This is an optimization exercise on Yosys and OpenROAD, whose aim is small area, not a production implementation.
In this exercise RTL edits were held to simulation tests only and were not proved equivalent to the original.
No run shown here takes its clock network from TritonCTS; it comes from the design's own scripts or RTL.
No driver is modelled on the clock port, so clock power and skew are understated where the tree is cut down; a real chip needs a root buffer or a tree.
Power figures rest on the tool's default switching activity, not on a simulated workload.

===== flow/design.v =====
`timescale 1ns / 1ps
module RX(
    input wire          clk,
    input wire          rst_n,
    input wire          rx_en,
    input wire [1:0]    parity,
    input wire [2:0]    data_bits,
    input wire          stop_bit,
    input wire [15:0]   rx_divisor,
    input wire          rx,
    input wire          rx_data_read,
    input wire          fifo_en,
    input wire          fifo_full,
    output wire         rx_success,
    output wire [8:0]   rx_data,
    output wire         rx_idle,
    output wire         rx_done,
    output wire [2:0]   error
    );
    localparam S_WAIT  = 3'b000,
               S_DONE  = 3'b001,
               S_ABORT = 3'b010,
               S_START = 3'b100,
               S_DATA  = 3'b101,
               S_PAR   = 3'b110,
               S_STOP  = 3'b111;
    reg [2:0]  state;
        reg [15:0] counter;
    reg [3:0]  sample_counter;
    reg [2:0]  samples;
    reg        rx_in;
    reg [2:0]  nb_code;       
    reg [3:0]  remain;        
    reg        par_en;
    reg        par_acc;
    reg [8:0]  shreg;
    reg        ovr;
    wire idle_st  = ~state[2];
    wire st_start = (state == S_START);
    wire st_data  = (state == S_DATA);
    wire st_par   = (state == S_PAR);
    wire st_stop  = (state == S_STOP);
    wire rx_negedge;
    wire start_detect = idle_st & rx_negedge;
    wire tick    = (counter == 16'd1);
    wire bit_end = tick & (sample_counter == 4'd15);
    wire bit_mid = tick & (sample_counter == 4'd10);
    wire frame_end = st_stop & bit_mid & (remain == 4'd10);
    assign rx_idle = (state == S_WAIT);
    assign rx_done = (state == S_DONE);
    reg nrx_sync1, nrx_sync2, nrx_d1;
    always @(posedge clk or negedge rst_n) begin
        if (!rst_n) begin
            nrx_sync1 <= 1'b0;
            nrx_sync2 <= 1'b0;
            nrx_d1    <= 1'b0;
        end else begin
            nrx_sync1 <= rx_en & ~rx;
            nrx_sync2 <= nrx_sync1;
            nrx_d1    <= nrx_sync2;
        end
    end
    wire rx_sync2 = ~nrx_sync2;
    assign rx_negedge = nrx_sync2 & ~nrx_d1;
    always @(posedge clk) begin
        counter <= ({16{~idle_st}} & (counter - 16'd1)) |
                   ({16{idle_st | tick}} & {4'b0, rx_divisor[15:4]});
        sample_counter <= {4{~idle_st}} & (sample_counter + {3'b0, tick});
    end
    always @(posedge clk) begin
        if (sample_counter == 4'd7) samples[0] <= rx_sync2;
        if (sample_counter == 4'd8) samples[1] <= rx_sync2;
        if (rx_idle)
            samples[2] <= 1'b0;
        else if (sample_counter == 4'd9)
            samples[2] <= rx_sync2;
        if (!frame_end)
            rx_in <= (samples[2] & samples[1]) | (samples[1] & samples[0]) | (samples[0] & samples[2]);
    end
    always @(posedge clk) begin
        if (idle_st) begin
            case (data_bits)
                3'd0: nb_code <= 3'd0;
                3'd1: nb_code <= 3'd1;
                3'd2: nb_code <= 3'd2;
                3'd4: nb_code <= 3'd4;
                default: nb_code <= 3'd3;
            endcase
            remain  <= {1'b0, nb_code} + {3'b0, stop_bit};
            par_en  <= parity[1] ^ parity[0];
            par_acc <= parity[0] & ~parity[1];
        end else begin
            if (bit_end & ~st_par)
                remain <= remain - 4'd1;
            if (bit_end & (st_data | st_par))
                par_acc <= par_acc ^ rx_in;
        end
    end
    wire [8:0] ins;
    assign ins[3:0] = 4'b0;
    assign ins[4] = (nb_code == 3'd0);
    assign ins[5] = (nb_code == 3'd1);
    assign ins[6] = (nb_code == 3'd2);
    assign ins[7] = (nb_code == 3'd3);
    assign ins[8] = (nb_code == 3'd4);
    always @(posedge clk) begin
        if (st_start)
            shreg <= ins;
        else if (st_data & bit_end)
            shreg <= ({1'b0, shreg[8:1]} & ~ins) | ({9{rx_in}} & ins);
    end
    always @(posedge clk)
        ovr <= fifo_en ? fifo_full : ~rx_data_read;
    always @(posedge clk or negedge rst_n) begin
        if (!rst_n)
            state <= S_WAIT;
        else if (idle_st)
            state <= rx_negedge ? S_START : S_WAIT;
        else case (state)
            S_START: if (bit_mid) begin
                         if (rx_in) state <= S_ABORT;
                     end else if (bit_end)
                         state <= S_DATA;
            S_DATA:  if (bit_end & shreg[0])
                         state <= par_en ? S_PAR : S_STOP;
            S_PAR:   if (bit_end)
                         state <= S_STOP;
            default: if (frame_end)
                         state <= S_DONE;
        endcase
    end
    assign rx_data    = shreg;
    assign error[2]   = ~rx_in;
    assign error[1]   = par_en & par_acc;
    assign error[0]   = ovr;
    assign rx_success = ~(par_en & par_acc);
endmodule

===== flow/flow/run.sh =====
#!/bin/bash
# Standard layout with: no adder cells and an area-oriented ABC mapping script, the smallest
# buffer on the ports, and a flat clock tree of at least three buffers.
set -euo pipefail
here=$(pwd)
cp -r "$FLOW_HOME/scripts" "$here/scripts"
cp "$here/flow/abc_area.script" "$here/scripts/abc_area.script"
ADDER_MAP_FILE= SCRIPTS_DIR="$here/scripts" bash standard.sh synth > synth.log 2>&1
export BUFFER_PORTS_ARGS="-buffer_cell sky130_fd_sc_hd__buf_1"
export CTS_ARGS="-sink_clustering_enable -repair_clock_nets -dont_use_dummy_load -buf_list sky130_fd_sc_hd__clkbuf_4 -root_buf sky130_fd_sc_hd__clkbuf_4"
export POST_CTS_TCL="$here/flow/post_cts.tcl"
export TREE_CELL=sky130_fd_sc_hd__clkbuf_8
export TREE_N=3
export TREE_SLEW=0.100
bash standard.sh > layout.log 2>&1

===== flow/flow/abc_area.script =====
&get -n
&st
&deepsyn -T 20
&dch -f
&nf -R 1000
&put
stime -c

===== flow/flow/post_cts.tcl =====
# Replace the clock tree that CTS built by a flat one: the clock port drives
# N buffers of type TREE_CELL, each at the centre of a k-means cluster of the
# clock sinks. N starts at TREE_N and grows until the estimated clock-pin slew
# is at most TREE_SLEW (ns).
set ::block [ord::get_db_block]
set ::clknet [$::block findNet clk]

proc flatten_clock {} {
  # reconnect every clock sink to the clock net and remove the tree buffers
  global block clknet
  set tree {}
  foreach inst [$block getInsts] {
    set n [$inst getName]
    if {[string match "clkbuf_*" $n] || [string match "clktree_*" $n]} { lappend tree $inst }
  }
  foreach inst $tree {
    set onet [[$inst findITerm X] getNet]
    [$inst findITerm A] disconnect
    [$inst findITerm X] disconnect
    odb::dbInst_destroy $inst
    if {$onet != "NULL" && $onet != ""} {
      foreach it [$onet getITerms] { $it disconnect; $it connect $clknet }
      odb::dbNet_destroy $onet
    }
  }
}

proc build_tree {nb} {
  global block clknet
  set master [[ord::get_db] findMaster $::env(TREE_CELL)]
  set sinks {}
  foreach it [$clknet getITerms] {
    set loc [[$it getInst] getLocation]
    lappend sinks [list $it [lindex $loc 0] [lindex $loc 1]]
  }
  set sinks [lsort -integer -index 1 $sinks]
  set n [llength $sinks]
  set cent {}
  for {set g 0} {$g < $nb} {incr g} {
    set s [lindex $sinks [expr {int(($g + 0.5) * $n / $nb)}]]
    lappend cent [list [lindex $s 1] [lindex $s 2]]
  }
  for {set iter 0} {$iter < 30} {incr iter} {
    set asg {}
    foreach s $sinks {
      set best 0; set bd 1e18
      for {set g 0} {$g < $nb} {incr g} {
        set c [lindex $cent $g]
        set d [expr {abs([lindex $s 1] - [lindex $c 0]) + abs([lindex $s 2] - [lindex $c 1])}]
        if {$d < $bd} { set bd $d; set best $g }
      }
      lappend asg $best
    }
    set nc {}
    for {set g 0} {$g < $nb} {incr g} {
      set sx 0; set sy 0; set k 0
      foreach s $sinks a $asg { if {$a == $g} { incr k; set sx [expr {$sx + [lindex $s 1]}]; set sy [expr {$sy + [lindex $s 2]}] } }
      if {$k > 0} { lappend nc [list [expr {$sx / $k}] [expr {$sy / $k}]] } else { lappend nc [lindex $cent $g] }
    }
    set cent $nc
  }
  for {set g 0} {$g < $nb} {incr g} {
    set inst [odb::dbInst_create $block $master "clktree_$g"]
    set net [odb::dbNet_create $block "clktree_net_$g"]
    $net setSigType CLOCK
    foreach s $sinks a $asg {
      if {$a == $g} { set it [lindex $s 0]; $it disconnect; $it connect $net }
    }
    set c [lindex $cent $g]
    $inst setLocation [expr {int([lindex $c 0])}] [expr {int([lindex $c 1])}]
    $inst setPlacementStatus PLACED
    [$inst findITerm A] connect $clknet
    [$inst findITerm X] connect $net
  }
  detailed_placement
  estimate_parasitics -placement
  set w 0
  foreach pin [get_pins -hierarchical */CLK] {
    set s [get_property $pin slew_max]
    if {$s > $w} { set w $s }
  }
  return $w
}

set_propagated_clock [all_clocks]
flatten_clock
set nb $::env(TREE_N)
while 1 {
  set w [build_tree $nb]
  puts "clock tree: $nb x $::env(TREE_CELL), worst estimated clock-pin slew $w"
  if {$w <= $::env(TREE_SLEW) || $nb >= 8} break
  flatten_clock
  incr nb
}
check_placement -verbose
report_worst_slack -min
report_worst_slack -max

===== flow/standard.sh =====
#!/bin/bash
# synth_recipe.tcl (not shown) runs the flow's synth.tcl, then flattens the netlist and writes it again
# the make line also repeats each setting of config.mk as NAME=value (left out here)
make -C /OpenROAD-flow-scripts/flow DESIGN_CONFIG=/design/flow/config.mk WORK_HOME=/design/flow/orfs CLKGATE_MAP_FILE= SYNTH_SCRIPT=/design/flow/synth_recipe.tcl "${@:-finish}"

===== flow/config.mk =====
export PLATFORM = sky130hd
export DESIGN_NAME = RX
export DESIGN_NICKNAME = RX
export VERILOG_FILES = /design/flow/design.v
export SDC_FILE = /design/flow/constraint.sdc
export NUM_CORES = 4
export LEC_CHECK = 0
export ABC_AREA = 1
export CAP_MARGIN = 20
export CORE_MARGIN = 2
export CORE_UTILIZATION = 60
export SLEW_MARGIN = 20

===== flow/constraint.sdc =====
create_clock -name core_clock -period 5.0 [get_ports {clk}]
set_input_delay 1.0000 -clock core_clock [delete_from_list [all_inputs] [get_ports {clk}]]
set_output_delay 1.0000 -clock core_clock [all_outputs]
set_load 0.01 [all_outputs]

==> summary.md, run 1 <==
| Metric | Value |
|---|---|
| Result of the run | `finished clean` |
| Critical Path Start | `counter[1]` |
| Post-route non-filler standard cell count | `312` |
| Total nets after synthesis | `253` |
| Predominant post-synthesis flop cell | `dfxtp_1` |
| Largest stage delay on the critical path | `0.76 ns` |
| Routed vias | `1732` |
| Total global routing overflow | `0` |
| Startpoint class of the critical path | `flip-flop` |
| Path type of the worst setup path | `flip-flop to flip-flop` |
| Most frequent cell after synthesis | `nor2_1` |
| Initial antenna violation count | `0` |
| Number of violations reported at the end of detailed-routing iteration 0 | `140` |
| Int Power | `0.599 mW` |
| Total area of sequential cells | `0.00118 mm^2` |
| Cell-by-cell listing of the critical path | `nor4_1 -> and4b_1 -> nand3_1 -> nor2_1 -> nand3_1 -> nor3_1 -> nor2_1 -> a21o_1 -> nor4b_1` |
| Pre-CTS setup slack | `1.55 ns` |
| Register area share after synthesis | `0.554` |
| Clock latency reported for the late side of the worst-skew pair | `0.15 ns` |
| Per-cell routed wire length | `12.3 um` |
| Wire length of the first global-routing pass | `6960 um` |
| Power per cell area | `336 mW/mm^2` |
| Number of filler cells placed in the layout | `303` |
| Worst Hold Slack | `0.358 ns` |
| Final hold violations | `0` |
| Relative contribution of the clock network to total power | `0.209` |
| Slowest CP cell | `nor3_1` |
| Final instance area | `0.00238 mm^2` |
| Net switching power figure | `0.202 mW` |
| Net count reported at finish | `297` |
| Combinational Power Share | `0.133` |
| Maximum capacitance violations | `0` |
| Launch point of the worst reg-to-reg path | `counter[1]` |
| Initial standard-cell utilization of the core | `0.634` |
| Switching share of total power | `0.252` |
| Cell count after synthesis | `224` |
| Clock edge transition at the registers on the reported setup and hold paths | `0.10 ns` |
| Pin count of the biggest net entering global routing | `21` |
| P_leak | `0.866 nW` |
| Data required, critical path | `4.93 ns` |
| Largest fanout of any net on the critical path | `9` |
| Setup violations, final | `0` |
| Cell area reported after detailed placement | `0.00233 mm^2` |
| Antenna viol nets, final | `0` |
| Vias in the first global route | `1572` |
| Standard-cell row count | `21` |
| Top area cells in the synthesized netlist | `dfxtp_1 24%, edfxtp_1 24%, dfrtp_1 7.0%` |
| Antenna Cells | `0` |
| Min setup slack post-route | `1.54 ns` |
| Drt drc | `0` |
| Relative contribution of sequential cells to total power | `0.658` |
| Number of primary I/O pins | `44` |
| Die ar. | `0.00405 mm^2` |
| Overall die height | `63.6 um` |
| Number of optimization iterations in the first detailed-route pass | `4` |
| Final Wtd Congestion | `0.765` |
| Arrival time of the worst setup path | `3.39 ns` |
| Routed wire length | `3850 um` |
| Fraction of registers with async set/reset | `0.122` |
| Worst supply voltage drop on vdd | `0.288 mV` |
| Input/output buffers | `39` |
| Vias per Instance | `5.55` |
| Core footprint | `0.00336 mm^2` |
| Most area-hungry cell type in the Yosys netlist | `dfxtp_1` |
| Final clock skew | `0.0305 ns` |
| Setup TNS | `0 ns` |
| Total clock sinks | `49` |
| Relative slew margins | `0.362` |
| Worst-margin pin slew | `0.949 ns` |
| Overall fraction of global-route tracks in use | `0.215` |
| Min-delay worst type | `flip-flop to flip-flop` |
| Number of cells in the design after placement | `308` |
| Maximum frequency from static timing analysis | `289 MHz` |
| Total count of max-transition violations in the final report | `0` |
| Kind of cell adding the most delay to the critical path | `simple AND/OR/NAND/NOR gates` |
| Total number of yosys warnings | `1` |
| Die boundary width | `63.6 um` |
| Post-synth top cells | `31 x nor2_1, 26 x dfxtp_1, 24 x nand2_1, 20 x o21ai_0` |
| Worst Hold Launch | `nrx_sync1` |
| Share of layout cells above drive strength 1 | `0.0150` |
| Number of synthesized register bits | `49` |
| Worst path bufs/invs | `0` |
| Mapped cell area | `0.00213 mm^2` |
| Combined area of the multi-input logic cells | `913 um^2` |
| Synthesized area per cell | `9.52 um^2` |
| Min cycle time layout | `3.46 ns` |
| Type of destination of the critical path | `flip-flop` |
| Library cells used by synthesis | `35` |
| Share of the cycle needed by the critical path after routing | `0.692` |
| Synth-to-Final Area Change | `11.8%` |
| Number of enable flip-flop cells after synthesis | `17` |
| Setup repair after global routing missed its margin | `false` |
| HPWL after detailed placement | `2870 um` |
| Fraction of post-synthesis cell area in the top cell type by area | `0.244` |
## cell type report
type                       instances  area share
multi-input combinational        166       0.383
buffer                             4      0.0231
sequential                        49       0.496
timing repair buffer              39      0.0614
inverter                           8      0.0126
tap                               46      0.0241
## power groups by stage
stage / clock (mW) / combinational, mW / sequential [mW]
after floorplan: 0 / 0.0868 / 0.519
after global placement: 0 / 0.103 / 0.533
after detailed placement: 0 / 0.108 / 0.533
after global routing: 0.186 / 0.125 / 0.538
final: 0.168 / 0.106 / 0.527
## per-stage QoR
| step | util | total power [mW] |
|---|---|---|
| finish | 0.709 | 0.800 |
| detailed placement | 0.692 | 0.641 |
| floorplan | - | 0.606 |
| global route | 0.709 | 0.849 |
| global placement | 0.692 | 0.636 |
## path summary, 6_finish.rpt
check | to | slack, ns | cells after the start
setup / recovery | shreg[8] | 1.54 | 9
hold / removal | nrx_sync2 | 0.36 | 0
setup reg to reg | shreg[8] | 1.54 | 9
hold reg to reg | nrx_sync2 | 0.36 | 0
max in group asynchronous | state[1] | 4.06 | 1
min in group asynchronous | nrx_sync2 | 0.70 | 1
## layer usage
metal | vias up | part of all wire | GRT usage
met1 | 783 | 0.47 | 0.293
met4 | 0 | 0.0070 | 0.0408
met5 | - | 0 | 0
met2 | 42 | 0.47 | 0.359
li1 | 903 | - | -
met3 | 4 | 0.050 | 0.0429
## cells in the final DEF (no fill, tap or decap)
cell type,synthesis,layout
dfxtp_1,26,26
xor2_1,4,4
o31ai_1,1,1
a21o_1,4,4
o32ai_1,1,1
edfxtp_1,17,17
or3_1,2,2
nor3b_1,5,5
nand4_1,2,2
nor4b_1,2,2
nor4_1,4,4
xnor2_1,5,5
a22o_1,4,4
nor3_1,13,13
maj3_1,1,1
and4b_1,1,1
buf_1,0,39
nand2b_1,5,5
nand3b_1,2,2
nand2_1,24,24
a211oi_1,1,1
o41a_1,1,1
nor2_1,31,31
a22oi_1,1,1
o21ai_0,20,20
o21a_1,2,2
a31oi_1,4,4
a21oi_1,17,17
o211a_1,1,1
and3_1,1,1
clkbuf_8,0,4
dfrtp_1,6,6
nand3_1,4,4
clkinv_1,8,8
nor2b_1,2,2
or4b_1,1,1
## cell families after synthesis
group | count (synthesis) | share of synthesized area
AOI/OAI and AO/OA | 57 | 0.161
buffers and inverters | 9 | 0.0176
and+or+nand+nor | 99 | 0.226
DFF | 49 | 0.554
adders and majority gates | 1 | 0.00470
xor gates and xnor gates | 9 | 0.0370
## registers in the layout, indices dropped and copies added (netlist names)
name / count
par_acc: 1
nb_code: 3
par_en: 1
nrx_d1: 1
shreg: 9
nrx_sync2: 1
rx_in: 1
nrx_sync1: 1
sample_counter: 4
ovr: 1
state: 3
remain: 4
samples: 3
counter: 16
==> inputs of run 2 (changes only) <==
--- a/flow/flow/run.sh
+++ b/flow/flow/run.sh
@@ -11,5 +11,5 @@
 export POST_CTS_TCL="$here/flow/post_cts.tcl"
 export TREE_CELL=sky130_fd_sc_hd__clkbuf_8
 export TREE_N=3
-export TREE_SLEW=0.100
+export TREE_SLEW=0.105
 bash standard.sh > layout.log 2>&1
--- a/flow/config.mk
+++ b/flow/config.mk
@@ -8,5 +8,5 @@
 export ABC_AREA = 1
 export CAP_MARGIN = 20
 export CORE_MARGIN = 2
-export CORE_UTILIZATION = 60
+export CORE_UTILIZATION = 70
 export SLEW_MARGIN = 20
==> run 2 against run 1 <==
  * Still clean on timing, DRC and antenna
  * Register-to-register slack better by 0.10 ns
  * Sequential cell count unchanged
  * Die area down 13%
  * Power down 0.43%
  * Critical path depth unchanged
  * Worst hold slack better by 0.0099 ns
  * Synthesized cell count unchanged
  * Clock power about the same
  * Core utilization up 8.6 points
  * Maximum frequency up 3.0%
  * Highest routed layer unchanged
==> summary.md, run 2 <==
| Metric | Value |
|---|---|
| Result of the run | `finished clean` |
| Total area of sequential cells | `0.00118 mm^2 (unchanged)` |
| Vias per Instance | `5.84 (+5.3%)` |
| Routed vias | `1747 (+0.87%)` |
| Net count reported at finish | `297 (unchanged)` |
| Pin count of the biggest net entering global routing | `21 (unchanged)` |
| Kind of cell adding the most delay to the critical path | `simple AND/OR/NAND/NOR gates` |
| Regs by FF count | `counter x16, shreg x9` |
| Standard-cell row count | `20 (-4.8%)` |
| Routed wire length | `3990 um (+3.7%)` |
| Maximum capacitance violations | `0 (unchanged)` |
| Die boundary width | `59.2 um (-6.9%)` |
| Worst Hold Slack | `0.368 ns (+0.00986 ns)` |
| Library cells used by synthesis | `35 (unchanged)` |
| Largest register FFs | `16 (unchanged)` |
| Slowest CP cell | `nor3_1` |
| Min cycle time layout | `3.36 ns (-0.101 ns)` |
| Largest stage delay on the critical path | `0.80 ns (+0.04 ns)` |
| Die ar. | `0.00350 mm^2 (-13%)` |
| Final clock skew | `0.0398 ns (+0.00929 ns)` |
| Total count of max-transition violations in the final report | `0 (unchanged)` |
| Cell-by-cell listing of the critical path | `nor4_1 -> and4b_1 -> nand3_1 -> nor2_1 -> nand3_1 -> nor3_1 -> nor2_1 -> a21o_1 -> nor4b_1` |
| Combined area of the multi-input logic cells | `913 um^2 (unchanged)` |
| Arrival time of the worst setup path | `3.34 ns (-0.05 ns)` |
| Data required, critical path | `4.98 ns (+0.05 ns)` |
| Top area cells in the synthesized netlist | `dfxtp_1 24%, edfxtp_1 24%, dfrtp_1 7.0%` |
| Worst supply voltage drop on vdd | `0.342 mV (+19%)` |
| Worst path bufs/invs | `0 (unchanged)` |
| Final hold violations | `0 (unchanged)` |
| Vias in the first global route | `1521 (-3.2%)` |
| Predominant post-synthesis flop cell | `dfxtp_1` |
| Input/output buffers | `39 (unchanged)` |
| Most common cell after layout, fill and taps aside | `buf_1` |
| Fraction of registers with async set/reset | `0.122 (unchanged)` |
| Number of optimization iterations in the first detailed-route pass | `4 (unchanged)` |
| Top reg by flops | `counter` |
| Setup repair after global routing missed its margin | `false` |
| Synthesized area per cell | `9.52 um^2 (unchanged)` |
| Share of the cycle needed by the critical path after routing | `0.671 (-0.0202)` |
| Most frequent cell after synthesis | `nor2_1` |
| Leading cell types in the layout, fill and taps excluded | `39 x buf_1, 31 x nor2_1, 26 x dfxtp_1, 24 x nand2_1, 20 x o21ai_0` |
| Number of filler cells placed in the layout | `210 (-31%)` |
| Final Wtd Congestion | `0.832 (+8.8%)` |
| Per-cell routed wire length | `13.3 um (+8.2%)` |
| Most area-hungry cell type in the Yosys netlist | `dfxtp_1` |
| Number of violations reported at the end of detailed-routing iteration 0 | `81 (-42%)` |
| Total nets after synthesis | `253 (unchanged)` |
| Power per cell area | `337 mW/mm^2 (+0.26%)` |
| Share of layout cells above drive strength 1 | `0.0150 (unchanged)` |
| Cell count after synthesis | `224 (unchanged)` |
| Number of enable flip-flop cells after synthesis | `17 (unchanged)` |
| Type of destination of the critical path | `flip-flop` |
| Total global routing overflow | `0 (unchanged)` |
| HPWL after detailed placement | `2910 um (+1.2%)` |
| Pre-CTS setup slack | `1.73 ns (+0.173 ns)` |
| Min setup slack post-route | `1.64 ns (+0.101 ns)` |
| Overall fraction of global-route tracks in use | `0.243 (+0.0283)` |
| Drt drc | `0 (unchanged)` |
| Total number of yosys warnings | `1 (unchanged)` |
| Startpoint class of the critical path | `flip-flop` |
| Initial standard-cell utilization of the core | `0.716 (+0.0820)` |
| Path type of the worst setup path | `flip-flop to flip-flop` |
| Synth-to-Final Area Change | `11.0%` |
| Core footprint | `0.00298 mm^2 (-11%)` |
| Number of primary I/O pins | `44 (unchanged)` |
| Worst-margin pin slew | `0.996 ns (+0.0465 ns)` |
| Antenna viol nets, final | `0 (unchanged)` |
| Relative slew margins | `0.331 (-0.0312)` |
| Maximum frequency from static timing analysis | `298 MHz (+3.0%)` |
| Post-synth top cells | `31 x nor2_1, 26 x dfxtp_1, 24 x nand2_1, 20 x o21ai_0` |
| Clock edge transition at the registers on the reported setup and hold paths | `0.10 ns (about the same)` |
| P_leak | `0.866 nW (unchanged)` |
| Fraction of post-synthesis cell area in the top cell type by area | `0.244 (unchanged)` |
| Setup violations, final | `0 (unchanged)` |
| Wire length of the first global-routing pass | `6510 um (-6.5%)` |
| Setup TNS | `0 ns (unchanged)` |
| Mapped cell area | `0.00213 mm^2 (unchanged)` |
| Register area share after synthesis | `0.554 (unchanged)` |
| Number of synthesized register bits | `49 (unchanged)` |
| Largest fanout of any net on the critical path | `9 (unchanged)` |
| Total clock sinks | `49 (unchanged)` |
| Clock latency reported for the late side of the worst-skew pair | `0.15 ns (about the same)` |
| Min-delay worst type | `flip-flop to flip-flop` |
| Antenna Cells | `0 (unchanged)` |
| Initial antenna violation count | `0 (unchanged)` |
| Overall die height | `59.2 um (-6.9%)` |
## run 2: cell counts after synthesis
Identical to the previous run, type by type.
## run 2: final timing paths
check	from	endpoint	slack, ns	cells after the start
worst max register to register	counter[1]	shreg[8]	1.64	9
max in group asynchronous	rst_n	state[1]	4.05	1
worst min register to register	nrx_sync1	nrx_sync2	0.37	0
worst min-delay path	nrx_sync1	nrx_sync2	0.37	0
min in group asynchronous	rst_n	nrx_sync1	0.69	1
worst max-delay path	counter[1]	shreg[8]	1.64	9
## run 2: cell type report
type | count | area share
Timing Repair Buffer | 39 | 0.0618
Inverter | 8 | 0.0127
Tap cell | 33 | 0.0174
Buffer | 4 | 0.0233
Sequential cell | 49 | 0.499
Multi-Input combinational cell | 166 | 0.386
## run 2: metrics by stage
step / power [mW] / util / instance area, um^2 / instances
after global routing: 0.837 / 0.795 / 2370 / 299
after detailed placement: 0.639 / 0.776 / 2310 / 295
after global placement: 0.635 / 0.776 / 2310 / 295
after floorplan: 0.606 / - / 2130 / 224
final: 0.797 / 0.795 / 2370 / 299
## run 2: layer usage
metal  track usage  vias to the layer above  share of wire
li1              -                      895              -
met1         0.313                      800           0.46
met2         0.408                       44           0.48
met3        0.0459                        8          0.041
met4        0.0877                        0          0.016
met5             0                        -              0
## run 2: logic make-up after synthesis
group | Yosys count | synth area share
adder cells (fa/ha/maj) | 1 | 0.00470
AND/OR/NAND/NOR | 99 | 0.226
XOR/XNOR | 9 | 0.0370
AO/OA/AOI/OAI | 57 | 0.161
buffers and inverters | 9 | 0.0176
flip-flops | 49 | 0.554
## run 2: power breakdown
| group | switching, mW | leakage, nW | internal (mW) |
|---|---|---|---|
| logic | 0.0452 | 0.374 | 0.0601 |
| clock network | 0.0929 | 0.0288 | 0.0731 |
| registers | 0.0602 | 0.463 | 0.465 |
## run 2: worst register-to-register path: cells and delay by family (launching register included)
| family | cells | cell delay, ns |
|---|---|---|
| and+or+nand+nor | 8 | 2.53 |
| DFF | 1 | 0.37 |
| AOI/OAI and AO/OA | 1 | 0.29 |
==> inputs of run 3 (changes only) <==
--- a/flow/flow/run.sh
+++ b/flow/flow/run.sh
@@ -11,5 +11,5 @@
 export POST_CTS_TCL="$here/flow/post_cts.tcl"
 export TREE_CELL=sky130_fd_sc_hd__clkbuf_8
 export TREE_N=3
-export TREE_SLEW=0.105
+export TREE_SLEW=0.110
 bash standard.sh > layout.log 2>&1
==> flow/flow/abc_area.script (replaced) <==
&get -n
&st
&deepsyn -T 30
&dch -f
&nf -R 1000 -F 8 -A 12 -C 24
&put
stime -c
--- a/flow/flow/post_cts.tcl
+++ b/flow/flow/post_cts.tcl
@@ -1,7 +1,7 @@
 # Replace the clock tree that CTS built by a flat one: the clock port drives
 # N buffers of type TREE_CELL, each at the centre of a k-means cluster of the
 # clock sinks. N starts at TREE_N and grows until the estimated clock-pin slew
-# is at most TREE_SLEW (ns).
+# is at most TREE_SLEW (ns), trying a few clusterings for each N.
 set ::block [ord::get_db_block]
 set ::clknet [$::block findNet clk]
 
@@ -25,7 +25,7 @@
   }
 }
 
-proc build_tree {nb} {
+proc build_tree {nb {seed 0}} {
   global block clknet
   set master [[ord::get_db] findMaster $::env(TREE_CELL)]
   set sinks {}
@@ -37,7 +37,7 @@
   set n [llength $sinks]
   set cent {}
   for {set g 0} {$g < $nb} {incr g} {
-    set s [lindex $sinks [expr {int(($g + 0.5) * $n / $nb)}]]
+    set s [lindex $sinks [expr {(int(($g + 0.5) * $n / $nb) + $seed * 7 * ($g + 1)) % $n}]]
     lappend cent [list [lindex $s 1] [lindex $s 2]]
   }
   for {set iter 0} {$iter < 30} {incr iter} {
@@ -66,7 +66,15 @@
     foreach s $sinks a $asg {
       if {$a == $g} { set it [lindex $s 0]; $it disconnect; $it connect $net }
     }
-    set c [lindex $cent $g]
+    # put the buffer at the centre of its cluster's bounding box
+    set x0 1e18; set x1 -1e18; set y0 1e18; set y1 -1e18
+    foreach s $sinks a $asg {
+      if {$a == $g} {
+        set x0 [expr {min($x0, [lindex $s 1])}]; set x1 [expr {max($x1, [lindex $s 1])}]
+        set y0 [expr {min($y0, [lindex $s 2])}]; set y1 [expr {max($y1, [lindex $s 2])}]
+      }
+    }
+    set c [list [expr {($x0 + $x1) / 2}] [expr {($y0 + $y1) / 2}]]
     $inst setLocation [expr {int([lindex $c 0])}] [expr {int([lindex $c 1])}]
     $inst setPlacementStatus PLACED
     [$inst findITerm A] connect $clknet
@@ -86,12 +94,19 @@
 flatten_clock
 set nb $::env(TREE_N)
 while 1 {
-  set w [build_tree $nb]
-  puts "clock tree: $nb x $::env(TREE_CELL), worst estimated clock-pin slew $w"
-  if {$w <= $::env(TREE_SLEW) || $nb >= 8} break
-  flatten_clock
+  # try a few starting points for the clustering and keep the best
+  set best_w 1e9; set best_seed 0
+  for {set seed 0} {$seed < 6} {incr seed} {
+    set w [build_tree $nb $seed]
+    puts "clock tree: $nb x $::env(TREE_CELL), start $seed, worst estimated clock-pin slew $w"
+    flatten_clock
+    if {$w < $best_w} { set best_w $w; set best_seed $seed }
+  }
+  if {$best_w <= $::env(TREE_SLEW) || $nb >= 4} break
   incr nb
 }
+set w [build_tree $nb $best_seed]
+puts "clock tree chosen: $nb x $::env(TREE_CELL), start $best_seed, worst estimated clock-pin slew $w"
 check_placement -verbose
 report_worst_slack -min
 report_worst_slack -max
--- a/flow/config.mk
+++ b/flow/config.mk
@@ -8,5 +8,5 @@
 export ABC_AREA = 1
 export CAP_MARGIN = 20
 export CORE_MARGIN = 2
-export CORE_UTILIZATION = 70
+export CORE_UTILIZATION = 60
 export SLEW_MARGIN = 20
==> run 3 against run 2 <==
  * Cell area rose by 0.26%
  * Worst hold slack improved by 0.0066 ns
  * First-iteration DRC count rose by 83%
  * Via count fell by 1.9%
  * Cell count rose by 3.7%
  * Sequential power rose by 7.8%
  * Clock power fell by 13%
  * Setup slack improved by 0.60 ns
  * Global-route usage fell by 3.0 points
  * Core utilization fell by 8.9 points
  * Critical path type unchanged
==> summary.md, run 3 <==
| Metric | Value |
|---|---|
| Result of the run | `finished clean` |
| HPWL after detailed placement | `2940 um (+1.1%)` |
| Vias per Instance | `5.53 (-5.4%)` |
| Share of the cycle needed by the critical path after routing | `0.551 (-0.120)` |
| Fraction of registers with async set/reset | `0.122 (unchanged)` |
| Mapped cell area | `0.00212 mm^2 (-0.41%)` |
| Regs by FF count | `counter x16, shreg x9` |
| Input/output buffers | `39 (unchanged)` |
| Final clock skew | `0.0111 ns (-0.0287 ns)` |
| Total global routing overflow | `0 (unchanged)` |
| Most common cell after layout, fill and taps aside | `buf_1` |
| Predominant post-synthesis flop cell | `dfxtp_1` |
| Overall fraction of global-route tracks in use | `0.213 (-0.0302)` |
| Leading cell types in the layout, fill and taps excluded | `39 x buf_1, 28 x nand2_1, 26 x dfxtp_1, 21 x o21ai_0, 20 x a21oi_1` |
| Post-route non-filler standard cell count | `310 (+3.7%)` |
| Setup violations, final | `0 (unchanged)` |
| Maximum capacitance violations | `0 (unchanged)` |
| Total number of yosys warnings | `1 (unchanged)` |
| Fraction of post-synthesis cell area in the top cell type by area | `0.245 (+0.00101)` |
| Type of destination of the critical path | `flip-flop` |
| Initial standard-cell utilization of the core | `0.631 (-0.0846)` |
| Die boundary width | `63.5 um (+7.3%)` |
| Path type of the worst setup path | `flip-flop to flip-flop` |
| Net count reported at finish | `295 (-0.67%)` |
| Routed vias | `1714 (-1.9%)` |
| Drt drc | `0 (unchanged)` |
| Final Wtd Congestion | `0.878 (+5.6%)` |
| Worst supply voltage drop on vdd | `0.271 mV (-21%)` |
| Number of violations reported at the end of detailed-routing iteration 0 | `148 (+83%)` |
| Initial antenna violation count | `0 (unchanged)` |
| Top area cells in the synthesized netlist | `dfxtp_1 25%, edfxtp_1 24%, dfrtp_1 7.1%` |
| Antenna Cells | `0 (unchanged)` |
| Library cells used by synthesis | `33 (-5.7%)` |
| Startpoint class of the critical path | `flip-flop` |
| Routed wire length | `3950 um (-0.95%)` |
| Most frequent cell after synthesis | `nand2_1` |
| Maximum frequency from static timing analysis | `363 MHz (+22%)` |
| Register area share after synthesis | `0.556 (+0.00229)` |
| Total count of max-transition violations in the final report | `0 (unchanged)` |
| Power per cell area | `367 mW/mm^2 (+9.1%)` |
| Post-synth top cells | `28 x nand2_1, 26 x dfxtp_1, 21 x o21ai_0, 20 x a21oi_1, 19 x nor2_1` |
| Synth-to-Final Area Change | `11.8%` |
| Number of optimization iterations in the first detailed-route pass | `4 (unchanged)` |
| Antenna viol nets, final | `0 (unchanged)` |
| Min cycle time layout | `2.76 ns (-0.599 ns)` |
| Number of synthesized register bits | `49 (unchanged)` |
| Most area-hungry cell type in the Yosys netlist | `dfxtp_1` |
| Total clock sinks | `49 (unchanged)` |
| Vias in the first global route | `1625 (+6.8%)` |
| Wire length of the first global-routing pass | `6980 um (+7.3%)` |
| Final hold violations | `0 (unchanged)` |
| Standard-cell row count | `21 (+5.0%)` |
| Clock edge transition at the registers on the reported setup and hold paths | `0.10 ns (about the same)` |
| Share of layout cells above drive strength 1 | `0.0189 (+0.00390)` |
| Top reg by flops | `counter` |
| Largest register FFs | `16 (unchanged)` |
| Relative slew margins | `0.587 (+0.256)` |
| Core footprint | `0.00336 mm^2 (+13%)` |
| Pin count of the biggest net entering global routing | `24 (+14%)` |
| Overall die height | `63.5 um (+7.3%)` |
| Worst-margin pin slew | `0.618 ns (-0.378 ns)` |
| Setup TNS | `0 ns (unchanged)` |
| Per-cell routed wire length | `12.7 um (-4.5%)` |
| Clock latency reported for the late side of the worst-skew pair | `0.15 ns (about the same)` |
| Number of primary I/O pins | `44 (unchanged)` |
| Number of enable flip-flop cells after synthesis | `17 (unchanged)` |
| Cell count after synthesis | `221 (-1.3%)` |
| Arrival time of the worst setup path | `2.75 ns (-0.59 ns)` |
| Number of cells in the design after placement | `306 (+3.7%)` |
| Die ar. | `0.00403 mm^2 (+15%)` |
| Min-delay worst type | `flip-flop to flip-flop` |
| P_leak | `0.849 nW (-1.9%)` |
| Largest fanout of any net on the critical path | `7 (-2)` |
| Synthesized area per cell | `9.61 um^2 (+0.94%)` |
| Data required, critical path | `5.00 ns (+0.02 ns)` |
| Setup repair after global routing missed its margin | `false` |
| Total nets after synthesis | `250 (-1.2%)` |
-- run 3: routing by layer --
metal  GRT usage  up-vias  wire length (um)
met5           0        -                 0
met4      0.0163        0                10
li1            -      885                 -
met1       0.266      787              1750
met3      0.0321        2               180
met2       0.403       40              2010
-- run 3: metrics by stage --
step | hold slack (ns) | setup WS (ns) | power [mW] | utilization | instance area, um^2
after global routing | 0.386 | 1.84 | 0.930 | 0.706 | 2370
after floorplan | 0.331 | 2.36 | 0.685 | - | 2120
final | 0.374 | 2.24 | 0.872 | 0.706 | 2370
after global placement | 0.333 | 1.68 | 0.726 | 0.692 | 2330
after detailed placement | 0.352 | 1.68 | 0.732 | 0.692 | 2330
-- run 3: critical path, stage by stage, from the launching register on --
cell and delay (ns):
dfxtp_1 0.36, nor4_1 0.26, and4b_1 0.21, nand3_1 0.14
nor2_1 0.31, nand3_1 0.22, nor3_1 0.30, nor2_1 0.19
a21oi_1 0.25, clkinv_1 0.17, o21ai_0 0.19
-- run 3: kinds of logic after synthesis --
logic type | synth area share
compound gates | 0.166
xor+xnor | 0.0536
fa+ha+maj | 0.00471
buf+inv | 0.0212
flops | 0.556
simple gates | 0.198
-- run 3: path summary, 6_finish.rpt --
check / start / end / slack, ns / depth (start not counted)
max in group asynchronous: rst_n / state[0] / 4.07 / 1
min in group asynchronous: rst_n / nrx_d1 / 0.69 / 1
min reg2reg: nrx_sync1 / nrx_sync2 / 0.37 / 0
min: nrx_sync1 / nrx_sync2 / 0.37 / 0
max: counter[1] / shreg[7] / 2.24 / 10
max reg2reg: counter[1] / shreg[7] / 2.24 / 10
-- run 3: report_power, final --
group          leakage, nW  switching, mW  internal [mW]
clock               0.0216         0.0896         0.0555
sequential           0.460         0.0818          0.485
combinational        0.368         0.0731         0.0871
total                0.849          0.244          0.627
-- run 3: layout make-up --
type                            instances  area, um^2
Sequential cell                        49        1180
Inverter                               10        37.5
Multi-Input combinational cell        161         897
Fill cell                             292         990
Buffer                                  3        41.3
Tap cell                               46        57.6
Timing Repair Buffer                   41         159
==> inputs of run 4 (changes only) <==
==> flow/flow/abc_area.script (replaced) <==
&get -n
&st
&deepsyn -T 20
&dch -f
&nf -R 1000
&put
stime -c
==> run 4 against run 3 <==
  * Still clean on timing, DRC and antenna
  * Register-to-register slack lost 0.66 ns
  * Combinational power shrank 34%
  * Sequential power shrank 7.2%
  * Synthesized area grew 0.41%
  * Die area grew 0.39%
  * Core utilization shrank 0.11 points
  * Maximum frequency shrank 19%
  * Clock skew grew 0.0033 ns
  * Clock power grew 5%
  * Via count grew 0.64%
  * Global-route usage grew 0.52 points
  * Power shrank 10%
  * Largest cell class unchanged
  * Highest routed layer unchanged
==> summary.md, run 4 <==
| Metric | Value |
|---|---|
| Result of the run | `finished clean` |
| Input/output buffers | `39 (unchanged)` |
| Most frequent cell after synthesis | `nor2_1` |
| Number of filler cells placed in the layout | `299 (+2.4%)` |
| Predominant post-synthesis flop cell | `dfxtp_1` |
| Path type of the worst setup path | `flip-flop to flip-flop` |
| Leading cell types in the layout, fill and taps excluded | `39 x buf_1, 31 x nor2_1, 26 x dfxtp_1, 24 x nand2_1, 20 x o21ai_0` |
| HPWL after detailed placement | `2870 um (-2.2%)` |
| Number of cells in the design after placement | `308 (+0.65%)` |
| Maximum capacitance violations | `0 (unchanged)` |
| Fraction of post-synthesis cell area in the top cell type by area | `0.244 (-0.00101)` |
| Number of enable flip-flop cells after synthesis | `17 (unchanged)` |
| Setup repair after global routing missed its margin | `false` |
| Per-cell routed wire length | `12.9 um (+1.4%)` |
| Met3 WL | `170 um (-5.6%)` |
| Vias in the first global route | `1578 (-2.9%)` |
| Most area-hungry cell type in the Yosys netlist | `dfxtp_1` |
| Total global routing overflow | `0 (unchanged)` |
| Library cells used by synthesis | `35 (+6.1%)` |
| Share of the cycle needed by the critical path after routing | `0.684 (+0.133)` |
| Vias per Instance | `5.55 (+0.32%)` |
| Data required, critical path | `4.96 ns (-0.04 ns)` |
| Share of layout cells above drive strength 1 | `0.0113 (-0.00762)` |
| Worst Hold Path Cells | `0 (unchanged)` |
| Die boundary width | `63.6 um (+0.20%)` |
| Relative slew margins | `0.370 (-0.217)` |
| Net count reported at finish | `296 (+0.34%)` |
| Wire length of the first global-routing pass | `7140 um (+2.3%)` |
| Synth-to-Final Area Change | `11.2%` |
| P_leak | `0.859 nW (+1.1%)` |
| Final clock skew | `0.0145 ns (+0.00334 ns)` |
| Min cycle time layout | `3.42 ns (+0.664 ns)` |
| Switching share of total power | `0.259 (-0.0212)` |
| Setup violations, final | `0 (unchanged)` |
| Pin count of the biggest net entering global routing | `21 (-13%)` |
| Worst-margin pin slew | `0.938 ns (+0.320 ns)` |
| Power per cell area | `331 mW/mm^2 (-9.9%)` |
| Overall fraction of global-route tracks in use | `0.218 (+0.00525)` |
| Finished Core Util | `0.705 (-0.00112)` |
| Met2 wirelength from detailed routing | `2010 um (about the same)` |
| Most common cell after layout, fill and taps aside | `buf_1` |
| Antenna viol nets, final | `0 (unchanged)` |
| Net switching power figure | `0.203 mW (-17%)` |
| Routed vias | `1725 (+0.64%)` |
| Final Wtd Congestion | `0.765 (-13%)` |
| Largest register FFs | `16 (unchanged)` |
| Maximum frequency from static timing analysis | `292 MHz (-19%)` |
| Largest fanout of any net on the critical path | `9 (+2)` |
| Worst Hold Slack | `0.360 ns (-0.0139 ns)` |
| Total clock sinks | `49 (unchanged)` |
| Combinational Power Share | `0.135 (-0.049)` |
| Routed met1 length | `1800 um (+2.7%)` |
| Total count of max-transition violations in the final report | `0 (unchanged)` |
| Path depth of the worst reg2reg path | `9 (-1)` |
| Number of primary I/O pins | `44 (unchanged)` |
| Mapped cell area | `0.00213 mm^2 (+0.41%)` |
| Top area cells in the synthesized netlist | `dfxtp_1 24%, edfxtp_1 24%, dfrtp_1 7.0%` |
| Int Power | `0.581 mW (-7.4%)` |
| Antenna Cells | `0 (unchanged)` |
| Regs by FF count | `counter x16, shreg x9` |
| Overall die height | `63.6 um (+0.20%)` |
| Standard-cell row count | `21 (unchanged)` |
| Setup TNS | `0 ns (unchanged)` |
| Initial antenna violation count | `0 (unchanged)` |
| Final instance area | `0.00237 mm^2 (-0.16%)` |
| Top routing layer used | `met4` |
| Final hold violations | `0 (unchanged)` |
| Initial standard-cell utilization of the core | `0.634 (+0.00260)` |
| Total nets after synthesis | `253 (+1.2%)` |
| Top reg by flops | `counter` |
| Relative contribution of the clock network to total power | `0.194 (+0.028)` |
| Routed wire length | `4020 um (+1.7%)` |
| Relative contribution of sequential cells to total power | `0.671 (+0.021)` |
| Overall power after layout | `0.784 mW (-10%)` |
| Number of violations reported at the end of detailed-routing iteration 0 | `107 (-28%)` |
| Number of optimization iterations in the first detailed-route pass | `4 (unchanged)` |
| Cell area reported after detailed placement | `0.00233 mm^2 (about the same)` |
| Min-delay worst type | `flip-flop to flip-flop` |
| Min setup slack post-route | `1.58 ns (-0.664 ns)` |
| Core footprint | `0.00336 mm^2 (unchanged)` |
| Number of synthesized register bits | `49 (unchanged)` |
| Clock latency reported for the late side of the worst-skew pair | `0.16 ns (about the same)` |
| Startpoint class of the critical path | `flip-flop` |
| Arrival time of the worst setup path | `3.38 ns (+0.63 ns)` |
| Cell count after synthesis | `224 (+1.4%)` |
| Total number of yosys warnings | `1 (unchanged)` |
| Pre-CTS setup slack | `1.55 ns (-0.123 ns)` |
| Worst supply voltage drop on vdd | `0.282 mV (+4.0%)` |
| Type of destination of the critical path | `flip-flop` |
| Synthesized area per cell | `9.52 um^2 (-0.93%)` |
| Register area share after synthesis | `0.554 (-0.00229)` |
| Drt drc | `0 (unchanged)` |
| Clock edge transition at the registers on the reported setup and hold paths | `0.11 ns (about the same)` |
| Fraction of registers with async set/reset | `0.122 (unchanged)` |
| Post-synth top cells | `31 x nor2_1, 26 x dfxtp_1, 24 x nand2_1, 20 x o21ai_0` |
| Post-route non-filler standard cell count | `311 (+0.32%)` |
| Die ar. | `0.00405 mm^2 (+0.39%)` |
==> run 4: changes by cell type in the layout (fill, tap and decap cells not counted), sizes merged, moves of 2 or more <==
cell / change
clkinv: -2
nand2: -4
xnor2: -2
a21oi: -3
a31oi: +2
xor2: -2
nor2: +12
buf: -2
==> run 4: routing by layer <==
layer  up-vias  global-route usage
li1        897                   -
met2        37               0.379
met4         0              0.0408
met3         4              0.0268
met1       787               0.296
met5         -                   0
==> run 4: final cells by class <==
type,instances,area (um^2),area share
inverters,8,30.0,0.0127
plain buffers,3,41.3,0.0174
multi-input cells,166,913,0.385
repair buffers,39,146,0.0618
flip-flops and latches,49,1180,0.498
well taps,46,57.6,0.0243
==> run 4: final timing paths <==
kind	start	endpoint	slack (ns)
max	counter[1]	shreg[8]	1.58
min	nrx_sync1	nrx_sync2	0.36
max reg2reg	counter[1]	shreg[8]	1.58
min reg2reg	nrx_sync1	nrx_sync2	0.36
max in group asynchronous	rst_n	state[0]	4.05
min in group asynchronous	rst_n	nrx_d1	0.69
==> run 4: logic make-up (layout without fill, tap and decap cells) <==
family	count (synthesis)	count (layout)	share of synthesized area
and+or+nand+nor	99	99	0.226
adders and majority gates	1	1	0.00470
xor gates and xnor gates	9	9	0.0370
buffers and inverters	9	50	0.0176
DFF	49	49	0.554
AOI/OAI and AO/OA	57	57	0.161
==> run 4: worst max-delay path, stage by stage (launching register included) <==
cell and delay (ns):
dfxtp_1 0.38, nor4_1 0.27, and4b_1 0.22, nand3_1 0.13
nor2_1 0.34, nand3_1 0.21, nor3_1 0.76, nor2_1 0.29
a21o_1 0.29, nor4b_1 0.32
==> run 4: power by group through the flow <==
stage               Combinational [mW]  Sequential [mW]  Clock, mW
floorplan                       0.0868            0.519          0
finish                           0.106            0.526      0.152
detailed placement               0.108            0.533          0
global placement                 0.103            0.533          0
global route                     0.125            0.537      0.170
==> inputs of run 5 (changes only) <==
==> flow/flow/run.sh (replaced) <==
#!/bin/bash
# Standard layout with these changes:
#  - synthesis without adder cells and with an area-oriented ABC script; the
#    script's deepsyn step is run with several random seeds and two mapper settings and the smallest
#    netlist is kept (registers are the standard synthesis's in every trial)
#  - the smallest buffer on the ports
#  - a flat clock tree of clkbuf_8 buffers fed by the clock port (post_cts.tcl)
set -euo pipefail
here=$(pwd)
seeds="0 1 2 3 4 5 6 7 8 9 10 11 12 13 14 15 16 17 18 19 20 21 22 23"
ncores=${NUM_CORES:-4}
run_trial() {
  local s=$1 t="$here/trial_$1"
  mkdir -p "$t"
  cp -r "$FLOW_HOME/scripts" "$t/scripts"
  # even trials and odd trials use two settings of the area mapper
  if [ $((s % 2)) -eq 0 ]; then nf="-F 8 -A 12 -C 24"; else nf="-F 4 -A 16 -C 32"; fi
  sed "s/SEED/$((s / 2))/; s/NFARGS/$nf/" "$here/flow/abc_area.script" > "$t/scripts/abc_area.script"
  sed "s|WORK_HOME=[^ ]*|WORK_HOME=$t/orfs|" "$here/standard.sh" > "$t/standard.sh"
  ADDER_MAP_FILE= SCRIPTS_DIR="$t/scripts" bash "$t/standard.sh" synth > "$t/synth.log" 2>&1 || true
}
n=0
for s in $seeds; do
  run_trial $s &
  n=$((n + 1))
  if [ $((n % ncores)) -eq 0 ]; then wait; fi
done
wait
best=""; best_area=""
for s in $seeds; do
  f="$here/trial_$s/orfs/reports/sky130hd/RX/base/synth_stat.txt"
  [ -f "$f" ] || continue
  a=$(awk '/Chip area for module/ {print $NF}' "$f")
  echo "trial $s: synthesis area $a" | tee -a "$here/trials.log"
  if [ -z "$best" ] || awk -v a="$a" -v b="$best_area" 'BEGIN {exit !(a < b)}'; then
    best=$s; best_area=$a
  fi
done
echo "chosen trial $best: $best_area" | tee -a "$here/trials.log"
cp -a "$here/trial_$best/orfs" "$here/orfs"
export BUFFER_PORTS_ARGS="-buffer_cell sky130_fd_sc_hd__buf_1"
export CTS_ARGS="-sink_clustering_enable -repair_clock_nets -dont_use_dummy_load -buf_list sky130_fd_sc_hd__clkbuf_4 -root_buf sky130_fd_sc_hd__clkbuf_4"
export POST_CTS_TCL="$here/flow/post_cts.tcl"
export TREE_CELL=sky130_fd_sc_hd__clkbuf_8
export TREE_N=3
export TREE_SLEW=0.110
bash standard.sh > layout.log 2>&1
==> flow/flow/abc_area.script (replaced) <==
&get -n
&st
&deepsyn -T 240 -J 50 -S SEED
&dch -f
&nf -R 1000 NFARGS
&put
stime -c
==> run 5 against run 4 <==
  * Global-route usage is 0.72 points lower
  * Clock skew is 0.0045 ns higher
  * Core utilization is 0.98 points lower
  * Clock power hardly changed
  * Sequential share of layout area is 1.1 points higher
  * First-iteration DRC count is 1.9% lower
  * Critical path depth stayed put
  * Highest routed layer unchanged
  * Via count is 2.9% lower
  * Synthesized area is 2.8% lower
  * Cell count is 3.2% lower
  * Still clean
  * Worst hold slack better by 0.0014 ns
==> summary.md, run 5 <==
| Metric | Value |
|---|---|
| Result of the run | `finished clean` |
| Relative contribution of the clock network to total power | `0.166 (-0.028)` |
| Pin count of the biggest net entering global routing | `25 (+19%)` |
| Switching share of total power | `0.294 (+0.0345)` |
| Total number of yosys warnings | `1 (unchanged)` |
| Top reg by flops | `counter` |
| Routed wire length | `3720 um (-7.5%)` |
| Total nets after synthesis | `242 (-4.3%)` |
| Synth Area in Simple Gates | `0.195 (-0.0310)` |
| Overall die height | `62.8 um (-1.3%)` |
| Post-Synth Adder-Cell Area | `0.00483 (+0.000133)` |
| Min-delay worst type | `flip-flop to flip-flop` |
| Standard-cell row count | `21 (unchanged)` |
| Vias in the first global route | `1556 (-1.4%)` |
| Relative contribution of sequential cells to total power | `0.637 (-0.034)` |
| Total area of sequential cells | `0.00118 mm^2 (unchanged)` |
| Final Wtd Congestion | `0.792 (+3.6%)` |
| Number of enable flip-flop cells after synthesis | `17 (unchanged)` |
| Post-synth top cells | `27 x nor2_1, 26 x dfxtp_1, 25 x a21oi_1, 17 x edfxtp_1` |
| Number of synthesized register bits | `49 (unchanged)` |
| Maximum frequency from static timing analysis | `333 MHz (+14%)` |
| Final clock skew | `0.0190 ns (+0.00447 ns)` |
| Predominant post-synthesis flop cell | `dfxtp_1` |
| Share of the cycle needed by the critical path after routing | `0.601 (-0.0837)` |
| Maximum capacitance violations | `0 (unchanged)` |
| Min cycle time layout | `3.00 ns (-0.419 ns)` |
| Power per cell area | `388 mW/mm^2 (+17%)` |
| Wire length of the first global-routing pass | `6690 um (-6.3%)` |
| Total clock sinks | `49 (unchanged)` |
| Routed met1 length | `1660 um (-7.4%)` |
| Largest fanout of any net on the critical path | `7 (-2)` |
| Most common cell after layout, fill and taps aside | `buf_1` |
| Met3 WL | `156 um (-8.2%)` |
| Number of cells in the design after placement | `298 (-3.2%)` |
| Final instance area | `0.00232 mm^2 (-2.2%)` |
| HPWL after detailed placement | `2670 um (-7.1%)` |
| Number of filler cells placed in the layout | `283 (-5.4%)` |
| Overall power after layout | `0.899 mW (+15%)` |
| Type of destination of the critical path | `flip-flop` |
| Clock latency reported for the late side of the worst-skew pair | `0.16 ns (about the same)` |
| Routed vias | `1675 (-2.9%)` |
| Antenna Cells | `0 (unchanged)` |
| Library cells used by synthesis | `33 (-5.7%)` |
| Combined area of the multi-input logic cells | `843 um^2 (-7.7%)` |
| Path type of the worst setup path | `flip-flop to flip-flop` |
| Met2 wirelength from detailed routing | `1850 um (-8.2%)` |
| Setup repair after global routing missed its margin | `false` |
| Clock edge transition at the registers on the reported setup and hold paths | `0.10 ns (about the same)` |
| Fraction of post-synthesis cell area in the top cell type by area | `0.251 (+0.00692)` |
| Synthesized area per cell | `9.73 um^2 (+2.3%)` |
| Die boundary width | `62.8 um (-1.3%)` |
| Final hold violations | `0 (unchanged)` |
| Total count of max-transition violations in the final report | `0 (unchanged)` |
| Initial antenna violation count | `0 (unchanged)` |
| Number of primary I/O pins | `44 (unchanged)` |
| Synth-to-Final Area Change | `11.8%` |
| Number of violations reported at the end of detailed-routing iteration 0 | `105 (-1.9%)` |
| Top area cells in the synthesized netlist | `dfxtp_1 25%, edfxtp_1 25%, dfrtp_1 7.2%` |
| Per-cell routed wire length | `12.3 um (-4.4%)` |
| Cell count after synthesis | `213 (-4.9%)` |
| Mapped cell area | `0.00207 mm^2 (-2.8%)` |
| Core footprint | `0.00334 mm^2 (-0.78%)` |
| Setup violations, final | `0 (unchanged)` |
| Net switching power figure | `0.264 mW (+30%)` |
| Startpoint class of the critical path | `flip-flop` |
| Total global routing overflow | `0 (unchanged)` |
| Fraction of registers with async set/reset | `0.122 (unchanged)` |
| Share of layout cells above drive strength 1 | `0.0157 (+0.00437)` |
| P_leak | `0.871 nW (+1.5%)` |
| Number of optimization iterations in the first detailed-route pass | `4 (unchanged)` |
| Cell area reported after detailed placement | `0.00228 mm^2 (-2.2%)` |
| Worst supply voltage drop on vdd | `0.225 mV (-20%)` |
| Main combinational cell family by area after synthesis | `simple AND/OR/NAND/NOR gates` |
| Die ar. | `0.00394 mm^2 (-2.6%)` |
| Regs by FF count | `counter x16, shreg x9` |
| Relative slew margins | `0.565 (+0.195)` |
| Int Power | `0.635 mW (+9.4%)` |
| Vias per Instance | `5.56 (+0.33%)` |
| Largest register FFs | `16 (unchanged)` |
| Setup TNS | `0 ns (unchanged)` |
| Register area share after synthesis | `0.570 (+0.0157)` |
| Input/output buffers | `39 (unchanged)` |
| Net count reported at finish | `286 (-3.4%)` |
| Post-synthesis mux area share | `0 (unchanged)` |
| Overall fraction of global-route tracks in use | `0.211 (-0.00719)` |
| Drt drc | `0 (unchanged)` |
| Antenna viol nets, final | `0 (unchanged)` |
| Leading cell types in the layout, fill and taps excluded | `39 x buf_1, 27 x nor2_1, 26 x dfxtp_1, 25 x a21oi_1, 17 x edfxtp_1` |
| Worst-margin pin slew | `0.653 ns (-0.285 ns)` |
| Initial standard-cell utilization of the core | `0.621 (-0.0126)` |
| Most area-hungry cell type in the Yosys netlist | `dfxtp_1` |
| Data required, critical path | `4.95 ns (about the same)` |
| Most frequent cell after synthesis | `nor2_1` |
| Top routing layer used | `met4` |
| Synthesized-area fraction occupied by ao, oa, aoi and oai cells | `0.173 (+0.0124)` |
| Post-synthesis xor/xnor area fraction | `0.0338 (-0.00318)` |
| Post-route non-filler standard cell count | `301 (-3.2%)` |
| Arrival time of the worst setup path | `2.96 ns (-0.42 ns)` |
| Combinational Power Share | `0.197 (+0.062)` |
run 5: changes by cell type after synthesis, sizes merged, moves of 3 or more:
cell,before,now
clkinv,8,11
nor3,13,7
a21oi,17,25
nand2,24,16
o21ai,20,16
nor2,31,27
and3,1,5
a31oi,4,7
run 5: routing by layer:
metal / vias to the layer above / GRT usage
met5: - / 0
met4: 0 / 0.0667
met3: 5 / 0.0432
met2: 42 / 0.364
met1: 767 / 0.267
li1: 861 / -
run 5: final cells by class:
cell class              count  share of cell area
plain buffers               3              0.0178
inverters                  11              0.0178
multi-input cells         152               0.364
flip-flops and latches     49               0.509
well taps                  46              0.0248
repair buffers             40              0.0664
run 5: worst max-delay path, cell delays in order (launching register included):
cell and delay [ns]:
dfxtp_1 0.43, nor4b_1 0.29, and4_1 0.35, and3_1 0.28, and3_1 0.31, o21ai_0 0.13
nand2b_1 0.27, clkinv_1 0.17, o21ai_0 0.23, nor4b_1 0.34
run 5: path summary, 6_finish.rpt:
kind / from / slack, ns / endpoint / depth (start not counted)
worst min register to register: nrx_sync1 / 0.36 / nrx_sync2 / 0
worst max-delay path: counter[0] / 2.00 / shreg[8] / 9
worst min-delay path: nrx_sync1 / 0.36 / nrx_sync2 / 0
worst max register to register: counter[0] / 2.00 / shreg[8] / 9
max in group asynchronous: rst_n / 4.07 / state[0] / 1
min in group asynchronous: rst_n / 0.69 / state[1] / 1
run 5: cell families after synthesis:
| family | Yosys count |
|---|---|
| buffers and inverters | 12 |
| AOI/OAI and AO/OA | 62 |
| DFF | 49 |
| and+or+nand+nor | 81 |
| adders and majority gates | 1 |
| xor gates and xnor gates | 8 |
run 5: power by group through the flow:
stage | combinational, mW | clock, mW | sequential, mW
after floorplan | 0.131 | 0 | 0.566
final | 0.177 | 0.149 | 0.573
after detailed placement | 0.178 | 0 | 0.580
after global routing | 0.207 | 0.166 | 0.587
after global placement | 0.173 | 0 | 0.578
run 5: metrics by stage:
stage	setup WS [ns]	util	hold WS [ns]
after floorplan	2.52	-	0.331
after global placement	2.08	0.682	0.347
after detailed placement	1.99	0.682	0.348
after global routing	1.74	0.695	0.379
final	2.00	0.695	0.362
==> inputs of run 6 (changes only) <==
--- a/flow/flow/run.sh
+++ b/flow/flow/run.sh
@@ -1,21 +1,19 @@
 #!/bin/bash
 # Standard layout with these changes:
 #  - synthesis without adder cells and with an area-oriented ABC script; the
-#    script's deepsyn step is run with several random seeds and two mapper settings and the smallest
+#    script's deepsyn step is run with several random seeds and the smallest
 #    netlist is kept (registers are the standard synthesis's in every trial)
 #  - the smallest buffer on the ports
 #  - a flat clock tree of clkbuf_8 buffers fed by the clock port (post_cts.tcl)
 set -euo pipefail
 here=$(pwd)
-seeds="0 1 2 3 4 5 6 7 8 9 10 11 12 13 14 15 16 17 18 19 20 21 22 23"
+seeds="0 1 2 3 4 5 6 7 8 9 10 11"
 ncores=${NUM_CORES:-4}
 run_trial() {
   local s=$1 t="$here/trial_$1"
   mkdir -p "$t"
   cp -r "$FLOW_HOME/scripts" "$t/scripts"
-  # even trials and odd trials use two settings of the area mapper
-  if [ $((s % 2)) -eq 0 ]; then nf="-F 8 -A 12 -C 24"; else nf="-F 4 -A 16 -C 32"; fi
-  sed "s/SEED/$((s / 2))/; s/NFARGS/$nf/" "$here/flow/abc_area.script" > "$t/scripts/abc_area.script"
+  sed "s/SEED/$s/" "$here/flow/abc_area.script" > "$t/scripts/abc_area.script"
   sed "s|WORK_HOME=[^ ]*|WORK_HOME=$t/orfs|" "$here/standard.sh" > "$t/standard.sh"
   ADDER_MAP_FILE= SCRIPTS_DIR="$t/scripts" bash "$t/standard.sh" synth > "$t/synth.log" 2>&1 || true
 }
==> flow/flow/abc_area.script (replaced) <==
&get -n
&st
&deepsyn -T 240 -J 50 -S SEED
&dch -f
&nf -R 1000 -F 8 -A 12 -C 24
&put
stime -c
==> run 6 against run 5 <==
  * Still clean on timing, DRC and antenna
  * Core utilization unchanged
  * Critical path depth unchanged
  * Sequential power about the same
  * Sequential share of layout area unchanged
  * Register-to-register slack about the same
  * Via count unchanged
  * Clock skew unchanged
  * Setup slack unchanged
  * Largest cell class unchanged
==> summary.md, run 6 <==
| Metric | Value |
|---|---|
| Arrival time of the worst setup path | `2.96 ns (about the same)` |
| Net count reported at finish | `286 (unchanged)` |
| Synth-to-Final Area Change | `11.8% (unchanged)` |
| Antenna Cells | `0 (unchanged)` |
| Most frequent cell after synthesis | `nor2_1` |
| Vias in the first global route | `1556 (unchanged)` |
| Vias per Instance | `5.56 (unchanged)` |
| Cell count after synthesis | `213 (unchanged)` |
| Min cycle time layout | `3.00 ns (unchanged)` |
| Power per cell area | `388 mW/mm^2 (unchanged)` |
| Routed wire length | `3720 um (unchanged)` |
| Largest register FFs | `16 (unchanged)` |
| Initial antenna violation count | `0 (unchanged)` |
| Per-cell routed wire length | `12.3 um (unchanged)` |
| Fraction of registers with async set/reset | `0.122 (unchanged)` |
| Number of optimization iterations in the first detailed-route pass | `4 (unchanged)` |
| Total count of max-transition violations in the final report | `0 (unchanged)` |
| Core footprint | `0.00334 mm^2 (unchanged)` |
| Overall power after layout | `0.899 mW (unchanged)` |
| Maximum frequency from static timing analysis | `333 MHz (unchanged)` |
| Maximum capacitance violations | `0 (unchanged)` |
| Number of violations reported at the end of detailed-routing iteration 0 | `105 (unchanged)` |
| Startpoint class of the critical path | `flip-flop` |
| Overall fraction of global-route tracks in use | `0.211 (unchanged)` |
| Pin count of the biggest net entering global routing | `25 (unchanged)` |
| Relative slew margins | `0.565 (unchanged)` |
| Overall die height | `62.8 um (unchanged)` |
| Final Wtd Congestion | `0.792 (unchanged)` |
| Input/output buffers | `39 (unchanged)` |
| P_leak | `0.871 nW (unchanged)` |
| Total number of yosys warnings | `1 (unchanged)` |
| Wire length of the first global-routing pass | `6690 um (unchanged)` |
| Antenna viol nets, final | `0 (unchanged)` |
| Worst supply voltage drop on vdd | `0.225 mV (unchanged)` |
| Die boundary width | `62.8 um (unchanged)` |
| Top area cells in the synthesized netlist | `dfxtp_1 25%, edfxtp_1 25%, dfrtp_1 7.2%` |
| Min-delay worst type | `flip-flop to flip-flop` |
| Number of enable flip-flop cells after synthesis | `17 (unchanged)` |
| Synthesized area per cell | `9.73 um^2 (unchanged)` |
| Type of destination of the critical path | `flip-flop` |
| Mapped cell area | `0.00207 mm^2 (unchanged)` |
| Standard-cell row count | `21 (unchanged)` |
| Setup violations, final | `0 (unchanged)` |
| Share of layout cells above drive strength 1 | `0.0157 (unchanged)` |
| Fraction of post-synthesis cell area in the top cell type by area | `0.251 (unchanged)` |
| Setup repair after global routing missed its margin | `false` |
| Post-synth top cells | `27 x nor2_1, 26 x dfxtp_1, 25 x a21oi_1, 17 x edfxtp_1` |
| Result of the run | `finished clean` |
| Path type of the worst setup path | `flip-flop to flip-flop` |
| Share of the cycle needed by the critical path after routing | `0.601 (unchanged)` |
| Setup TNS | `0 ns (unchanged)` |
| Total clock sinks | `49 (unchanged)` |
| Number of filler cells placed in the layout | `283 (unchanged)` |
| Clock edge transition at the registers on the reported setup and hold paths | `0.10 ns (about the same)` |
| Routed vias | `1675 (unchanged)` |
| Leading cell types in the layout, fill and taps excluded | `39 x buf_1, 27 x nor2_1, 26 x dfxtp_1, 25 x a21oi_1, 17 x edfxtp_1` |
| Worst Hold Slack | `0.362 ns (unchanged)` |
| Library cells used by synthesis | `33 (unchanged)` |
| Data required, critical path | `4.95 ns (about the same)` |
| Final clock skew | `0.0190 ns (unchanged)` |
| Most common cell after layout, fill and taps aside | `buf_1` |
| Most area-hungry cell type in the Yosys netlist | `dfxtp_1` |
| Worst-margin pin slew | `0.653 ns (unchanged)` |
| Largest fanout of any net on the critical path | `7 (unchanged)` |
| Number of synthesized register bits | `49 (unchanged)` |
| Finished Core Util | `0.695 (unchanged)` |
| HPWL after detailed placement | `2670 um (unchanged)` |
| Register area share after synthesis | `0.570 (unchanged)` |
| Clock latency reported for the late side of the worst-skew pair | `0.16 ns (about the same)` |
| Top reg by flops | `counter` |
| Total nets after synthesis | `242 (unchanged)` |
| Die ar. | `0.00394 mm^2 (unchanged)` |
| Total global routing overflow | `0 (unchanged)` |
| Final hold violations | `0 (unchanged)` |
| Regs by FF count | `counter x16, shreg x9` |
| Drt drc | `0 (unchanged)` |
| Number of primary I/O pins | `44 (unchanged)` |
| Initial standard-cell utilization of the core | `0.621 (unchanged)` |
| Predominant post-synthesis flop cell | `dfxtp_1` |
[run 6: cell counts after synthesis]
Identical to the previous run, type by type.
[run 6: worst max-delay path, stage by stage, from the launching register on]
cell and delay, ns:
dfxtp_1 0.43, nor4b_1 0.29, and4_1 0.35, and3_1 0.28
and3_1 0.31, o21ai_0 0.13, nand2b_1 0.27, clkinv_1 0.17
o21ai_0 0.23, nor4b_1 0.34
[run 6: cells by family after synthesis]
kind of cell,share of synthesized area
DFF,0.570
and+or+nand+nor,0.195
xor gates and xnor gates,0.0338
adders and majority gates,0.00483
buffers and inverters,0.0235
AOI/OAI and AO/OA,0.173
[run 6: power breakdown]
group | switching, mW | internal [mW] | total, mW
logic | 0.0957 | 0.0815 | 0.177
registers | 0.0753 | 0.498 | 0.573
clock network | 0.0933 | 0.0556 | 0.149
[run 6: final cells by class]
type                            instances  area [um^2]  area share
Sequential cell                        49         1180       0.509
Multi-Input combinational cell        152          843       0.364
Timing Repair Buffer                   40          154      0.0664
Tap cell                               46         57.6      0.0248
Buffer                                  3         41.3      0.0178
Inverter                               11         41.3      0.0178
[run 6: layer usage]
| metal | vias to the layer above | track usage | wire length, um |
|---|---|---|---|
| li1 | 861 | - | - |
| met1 | 767 | 0.267 | 1660 |
| met2 | 42 | 0.364 | 1850 |
| met3 | 5 | 0.0432 | 156 |
| met4 | 0 | 0.0667 | 46 |
| met5 | - | 0 | 0 |
[run 6: per-stage QoR]
stage / cell area [um^2] / setup slack, ns / cells
after floorplan: 2070 / 2.52 / 213
after global placement: 2280 / 2.08 / 298
after detailed placement: 2280 / 1.99 / 298
after global routing: 2320 / 1.74 / 301
final: 2320 / 2.00 / 301
[run 6: worst paths after layout]
path | startpoint | endpoint | slack, ns | cells after the start
worst max register to register | counter[0] | shreg[8] | 2.00 | 9
worst min register to register | nrx_sync1 | nrx_sync2 | 0.36 | 0
min in group asynchronous | rst_n | state[1] | 0.69 | 1
worst max-delay path | counter[0] | shreg[8] | 2.00 | 9
worst min-delay path | nrx_sync1 | nrx_sync2 | 0.36 | 0
max in group asynchronous | rst_n | state[0] | 4.07 | 1

[what the ideal ports hide]
No port has a modelled driver above. Below, the same layouts with a new extraction and two added sets of constraints. Step 1 sets driving cells, clkbuf_16 on the clock port and buf_2 on the other inputs (assumed; they add their load-dependent delay and slew). Step 2, shift: input delay + t, output delay - t, t = (earliest + latest rising clock arrival at the registers) / 2. This alone moves slack from input paths to output paths. Three values: ideal ports, drivers, drivers and shift; two values: the first two.
run | t, ns | setup WS [ns] | worst hold slack (ns)
run 1 | 0.191 | 1.542 / 1.543 / 1.543 | 0.358 / 0.358 / 0.358
run 2 | 0.187 | 1.643 / 1.643 / 1.643 | 0.368 / 0.368 / 0.368
run 3 | 0.187 | 2.243 / 2.243 / 2.243 | 0.374 / 0.374 / 0.374
run 4 | 0.198 | 1.579 / 1.579 / 1.579 | 0.360 / 0.360 / 0.360
run 5 | 0.191 | 1.997 / 1.997 / 1.997 | 0.362 / 0.362 / 0.362
run 6 | 0.191 | 1.997 / 1.997 / 1.997 | 0.362 / 0.362 / 0.362
After both steps every run listed still meets setup and hold.
